Source: an optimization exercise on an open RTL-to-GDS flow (aim: small area). Production flows keep margins and buffers that such runs may drop. Function was checked by simulation only, so behaviour that the tests miss may differ from the original. The clock port is modelled as an ideal driver, which makes a skipped or thinned clock tree look cheaper than it is; a real chip needs a root buffer or a tree.

==> flow/design.v <==
module CRC_chk (
    input wire clk
    ,input wire [7:0] CRC_data_in
    ,input wire CRC_en           
    ,input wire CRC_first        
    ,output wire CRC_match       
);
reg [31:0] F;
wire [7:0] D = CRC_data_in;
wire first = CRC_first;
wire [7:0] nb;
assign nb[0] = F[0] ^ F[7] ^ F[12] ^ F[14] ^ F[17] ^ F[21] ^ F[26] ^ F[28] ^ F[29] ^ F[31] ^ D[2] ^ D[4] ^ D[5] ^ D[7];
assign nb[1] = F[0] ^ F[2] ^ F[7] ^ F[11] ^ F[12] ^ F[15] ^ F[16] ^ F[17] ^ F[18] ^ F[19] ^ F[21] ^ F[23] ^ F[25] ^ F[28] ^ F[30] ^ D[0] ^ D[1] ^ D[4] ^ D[7];
assign nb[2] = F[1] ^ F[2] ^ F[3] ^ F[6] ^ F[7] ^ F[9] ^ F[12] ^ F[15] ^ F[16] ^ F[20] ^ F[23] ^ F[25] ^ F[27] ^ F[28] ^ D[2] ^ D[7];
assign nb[3] = F[0] ^ F[1] ^ F[3] ^ F[6] ^ F[7] ^ F[11] ^ F[12] ^ F[17] ^ F[21] ^ F[27] ^ F[28] ^ F[29] ^ D[2] ^ D[6] ^ D[7] ^ first;
assign nb[4] = F[2] ^ F[4] ^ F[6] ^ F[7] ^ F[9] ^ F[12] ^ F[15] ^ F[19] ^ F[23] ^ F[27] ^ F[31] ^ D[1] ^ D[3];
assign nb[5] = F[0] ^ F[1] ^ F[4] ^ F[5] ^ F[9] ^ F[11] ^ F[16] ^ F[24] ^ F[25] ^ F[26] ^ F[31] ^ D[4] ^ D[6];
assign nb[6] = F[1] ^ F[2] ^ F[6] ^ F[7] ^ F[8] ^ F[12] ^ F[16] ^ F[26] ^ F[27] ^ F[29] ^ D[4] ^ D[5] ^ D[7] ^ first;
assign nb[7] = F[0] ^ F[1] ^ F[2] ^ F[4] ^ F[5] ^ F[6] ^ F[9] ^ F[10] ^ F[11] ^ F[18] ^ F[21] ^ F[23] ^ F[27] ^ D[0] ^ D[4];
wire [31:0] Fn = {F[23:0], nb};
always @(posedge clk)
    F <= {F[23:0], CRC_en ? nb : 8'h00};
assign CRC_match = (Fn == 32'h489800b9);
endmodule
module GMII_MAC_RX #
(    
    parameter [31:0] ip1 = {8'd192, 8'd168, 8'd0, 8'd1},
    parameter [31:0] ip2 = {8'd192, 8'd168, 8'd0, 8'd2},
    parameter [31:0] ip3 = {8'd192, 8'd168, 8'd0, 8'd3},
    parameter [31:0] ip4 = {8'd192, 8'd168, 8'd1, 8'd102},
    parameter [31:0] ip5 = {8'd192, 8'd168, 8'd0, 8'd5}
) (
    input wire reset
    ,input wire rx_clk
    ,input wire [7:0] rxd
    ,input wire rxdv
    ,input wire rxer
    ,output wire [7:0] data_out
    ,output wire IP_is_matched
    ,output reg error
    ,output reg CRC_ok
);
localparam [3:0]
    SM_IDLE      = 4'd0,
    SM_PRMBL_RDY = 4'd1,
    SM_SFD       = 4'd2,
    SM_CRC       = 4'd3,
    SM_ERROR     = 4'd4,
    SM_IPG       = 4'd5,
    SM_HEAD_MAC  = 4'd8,
    SM_FR_TYPE   = 4'd9,
    SM_FR_VLAN   = 4'd10,
    SM_PAYLOAD   = 4'd11,
    SM_IP_DEST   = 4'd12;
assign data_out = rxd;
reg [3:0] st, nx;
reg [10:0] cnt;
reg [3:0] vlan_tags_cntr;
reg type_vlan;               
reg [2:0] ip_st;             
reg crc_ok_r;                
reg [2:0] crc_ok_shift;
wire crc_shift_ok = |crc_ok_shift;
wire s_idle  = (st == SM_IDLE);
wire s_prmbl = (st == SM_PRMBL_RDY);
wire s_sfd   = (st == SM_SFD);
wire s_head  = (st == SM_HEAD_MAC);
wire s_type  = (st == SM_FR_TYPE);
wire s_vlan  = (st == SM_FR_VLAN);
wire s_pay   = (st == SM_PAYLOAD);
wire s_ipd   = (st == SM_IP_DEST);
wire s_crc   = (st == SM_CRC);
wire s_err   = (st == SM_ERROR);
wire s_ipg   = (st == SM_IPG);
wire crc_en  = st[3];
wire rx55 = (rxd == 8'h55);
wire rx5d = (rxd == 8'h5d);
wire dv_ok = rxdv & !rxer;
wire cnt_idle_full = cnt[2] & cnt[1] & cnt[0];               
wire cnt_head_full = cnt[3] & cnt[2] & cnt[0];               
wire cnt_two       = cnt[0];    
wire cnt_low       = (cnt[10:6] == 5'd0);
wire cnt_is12      = cnt_low & !cnt[5] & !cnt[4] & cnt[3] & cnt[2] & !cnt[1] & !cnt[0];
wire cnt_is20      = cnt[4] & cnt[2];                        
wire cnt_max       = cnt[10] & cnt[8] & cnt[7] & cnt[6] & cnt[4] & cnt[3] & cnt[2];  
wire x1 = (vlan_tags_cntr[3:1] == 3'd0);
wire x0 = (vlan_tags_cntr[3:2] == 2'd0) & !vlan_tags_cntr[0];
wire c_lt = (!cnt[3] & (x1 | (!cnt[2] & x0))) | (!cnt[2] & x1 & x0);
wire c_eq = (cnt[3] == x1) & (cnt[2] == x0);
wire cnt_le_min = cnt_low & (!cnt[5] | (!cnt[4] & (c_lt | (c_eq & !(cnt[1] & cnt[0])))));
always @(*) begin
    nx = SM_IDLE;
    case (st)
        SM_IDLE :
            if (rxer) nx = SM_ERROR;
            else if (cnt_idle_full) nx = SM_PRMBL_RDY;
            else nx = SM_IDLE;
        SM_PRMBL_RDY :
            if (rxer) nx = SM_ERROR;
            else if (!rx55) nx = SM_IDLE;
            else if (rxdv) nx = SM_SFD;
            else nx = SM_PRMBL_RDY;
        SM_SFD :
            if (!dv_ok) nx = SM_ERROR;
            else if (rx55) nx = SM_SFD;
            else if (rx5d) nx = SM_HEAD_MAC;
            else nx = SM_IDLE;
        SM_HEAD_MAC :
            if (!dv_ok) nx = SM_ERROR;
            else if (cnt_head_full) nx = SM_FR_TYPE;
            else nx = SM_HEAD_MAC;
        SM_FR_TYPE :
            if (!dv_ok) nx = SM_ERROR;
            else if (cnt_two) nx = type_vlan ? SM_FR_VLAN : SM_PAYLOAD;
            else nx = SM_FR_TYPE;
        SM_FR_VLAN :
            if (!dv_ok) nx = SM_ERROR;
            else if (cnt_two) nx = SM_FR_TYPE;
            else nx = SM_FR_VLAN;
        SM_PAYLOAD :
            if (rxer) nx = SM_ERROR;
            else if (cnt_is12) nx = SM_IP_DEST;
            else if (cnt_max) nx = SM_ERROR;
            else if (!rxdv) nx = cnt_le_min ? SM_ERROR : SM_CRC;
            else nx = SM_PAYLOAD;
        SM_IP_DEST :
            if (!dv_ok) nx = SM_ERROR;
            else if (cnt_is20) nx = SM_PAYLOAD;
            else nx = SM_IP_DEST;
        SM_CRC :
            if (rxer || !crc_shift_ok) nx = SM_ERROR;
            else nx = SM_IPG;
        SM_ERROR :
            nx = SM_IPG;
        default :
            nx = SM_IDLE;
    endcase
end
wire crc_match;
CRC_chk CRC_chk_inst (
    .clk         (rx_clk),
    .CRC_data_in (rxd),
    .CRC_en      (crc_en),
    .CRC_first   (s_head && !cnt[3] && !(cnt[2] && (cnt[1] || cnt[0]))),
    .CRC_match   (crc_match)
);
wire cnt_inc = crc_en | ((s_idle | s_ipg) & rx55) | (s_sfd & rx5d);
wire cnt_restart = s_type & cnt_two & !type_vlan;
wire ip_shift = (s_pay & !rxer & cnt_is12) | (s_ipd & dv_ok & !cnt_is20);
wire to_prmbl = s_idle & !rxer & cnt_idle_full;
wire to_error = (rxer & !s_ipg) |
                ((s_sfd | s_head | s_type | s_vlan | s_ipd) & !rxdv) |
                (s_pay & !cnt_is12 & (cnt_max | (!rxdv & cnt_le_min))) |
                (s_crc & !crc_shift_ok);
wire set_ok = (s_crc & !rxer | s_err) & crc_shift_ok;
always @(posedge rx_clk) begin
    if (reset) begin
        st <= SM_IDLE;
        cnt <= 11'd0;
        ip_st <= 3'd0;
        error <= 1'b0;
        CRC_ok <= 1'b0;
        crc_ok_r <= 1'b0;
        crc_ok_shift <= 3'd0;
    end else begin
        st <= nx;
        cnt <= cnt_inc ? (cnt_restart ? 11'd1 : cnt + 11'd1) : 11'd0;
        crc_ok_shift <= {crc_ok_shift[1:0], crc_ok_r};
        if (crc_en) crc_ok_r <= crc_match;
        else if (s_idle) crc_ok_r <= 1'b0;
        if (ip_shift) begin
            if (rxd == ip1[31:24]) ip_st <= 3'd1;
            else case (ip_st)
                3'd1: ip_st <= (rxd == ip1[23:16]) ? 3'd2 : 3'd0;
                3'd2: ip_st <= (rxd == 8'd0) ? 3'd3 : (rxd == 8'd1) ? 3'd6 : 3'd0;
                3'd3: ip_st <= (rxd == 8'd1 || rxd == 8'd2 || rxd == 8'd3 || rxd == 8'd5) ? 3'd4 : 3'd0;
                3'd6: ip_st <= (rxd == 8'd102) ? 3'd4 : 3'd0;
                default: ip_st <= 3'd0;
            endcase
        end
        if (to_prmbl) error <= 1'b0;
        else if (to_error) error <= 1'b1;
        if (to_prmbl) CRC_ok <= 1'b0;
        else if (set_ok) CRC_ok <= 1'b1;
    end
end
assign IP_is_matched = (ip_st == 3'd4);
always @(posedge rx_clk) begin
    if (!crc_en) vlan_tags_cntr <= 4'd0;
    else if (s_vlan & dv_ok & !cnt[0])
        vlan_tags_cntr <= vlan_tags_cntr + 1'b1;
    type_vlan <= s_type ? (type_vlan & (rxd == 8'h00)) : (rxd == 8'h81);
end
endmodule
==> flow/config.mk <==
export PLATFORM = sky130hd
export DESIGN_NAME = GMII_MAC_RX
export DESIGN_NICKNAME = GMII_MAC_RX
export VERILOG_FILES = /design/flow/design.v
export SDC_FILE = /design/flow/constraint.sdc
export NUM_CORES = 4
export LEC_CHECK = 0
export CAP_MARGIN = 20
export CORE_MARGIN = 2
export CORE_UTILIZATION = 60
export SLEW_MARGIN = 20
==> flow/constraint.sdc <==
create_clock -name core_clock -period 8.0 [get_ports {rx_clk}]
set_input_delay 1.6000 -clock core_clock [delete_from_list [all_inputs] [get_ports {rx_clk}]]
set_output_delay 1.6000 -clock core_clock [all_outputs]
set_load 0.01 [all_outputs]
standard.sh (not shown) runs the stock make flow with config.mk's settings and CLKGATE_MAP_FILE= SYNTH_SCRIPT=/design/flow/synth_recipe.tcl, a recipe that flattens the netlist after the stock synthesis.
==> flow/flow/run.sh <==
#!/bin/bash
# The standard layout (standard.sh) with these changes:
#  - synthesis maps the logic with an area-oriented ABC script (synth.tcl,
#    abc_area.script); the registers are the standard synthesis's;
#  - the port buffers are the smallest buffer cell;
#  - the clock reaches the registers through three clkbuf_16 cells, each
#    driving a group of nearby registers (post_cts.tcl, clock_tree.tcl).
set -euo pipefail
FD=$(cd "$(dirname "$0")" && pwd)
bash standard.sh \
  SYNTH_SCRIPT="$FD/synth.tcl" \
  BUFFER_PORTS_ARGS="-buffer_cell sky130_fd_sc_hd__buf_1" \
  CTS_ARGS="-sink_clustering_enable -repair_clock_nets -buf_list sky130_fd_sc_hd__clkbuf_8 -dont_use_dummy_load" \
  POST_CTS_TCL="$FD/post_cts.tcl" \
  finish > standard.log 2>&1
Other scripts of this flow, unchanged in this note and not shown: flow/flow/abc_area.script, flow/flow/clock_tree.tcl, flow/flow/post_cts.tcl, flow/flow/synth.tcl
The baseline went through all stages and came out clean.
Next try:
- CORE_UTILIZATION: 60 -> 40
What happened: Cell count rose by 6.5%. Fmax increases by 3.2%. Synthesized cell count does not change. Die area increases by 47%. Sequential share of layout area shrinks by 0.48 points. Utilization decreases by 22 points.
No run of this note takes its clock network from TritonCTS; it comes from the design's own scripts or RTL.

static timing again, ports no longer ideal:
Ports are ideal in the flow. The routed layouts listed here were re-timed in OpenROAD.
Step 1: set_driving_cell puts a clkbuf_16 on rx_clk and a buf_2 on each other input, an assumption about the parent block.
Step 2 also shifts input and output timing later by t, the mid clock arrival at the registers, as if the neighbouring blocks saw the same clock.
a / b / c = ideal ports / drivers / drivers and shift; a / b = the first two.
| run | t (ns) | setup WS [ns] | worst setup path after step 2 | worst data-port slew with drivers (ns) |
|---|---|---|---|---|
| the first run | 0.202 | 4.020 / 4.050 / 3.848 | input to register | 0.03 |
| the second run | 0.220 | 4.143 / 4.191 / 3.971 | input to register | 0.03 |
After both steps setup and hold are still met in every run listed.
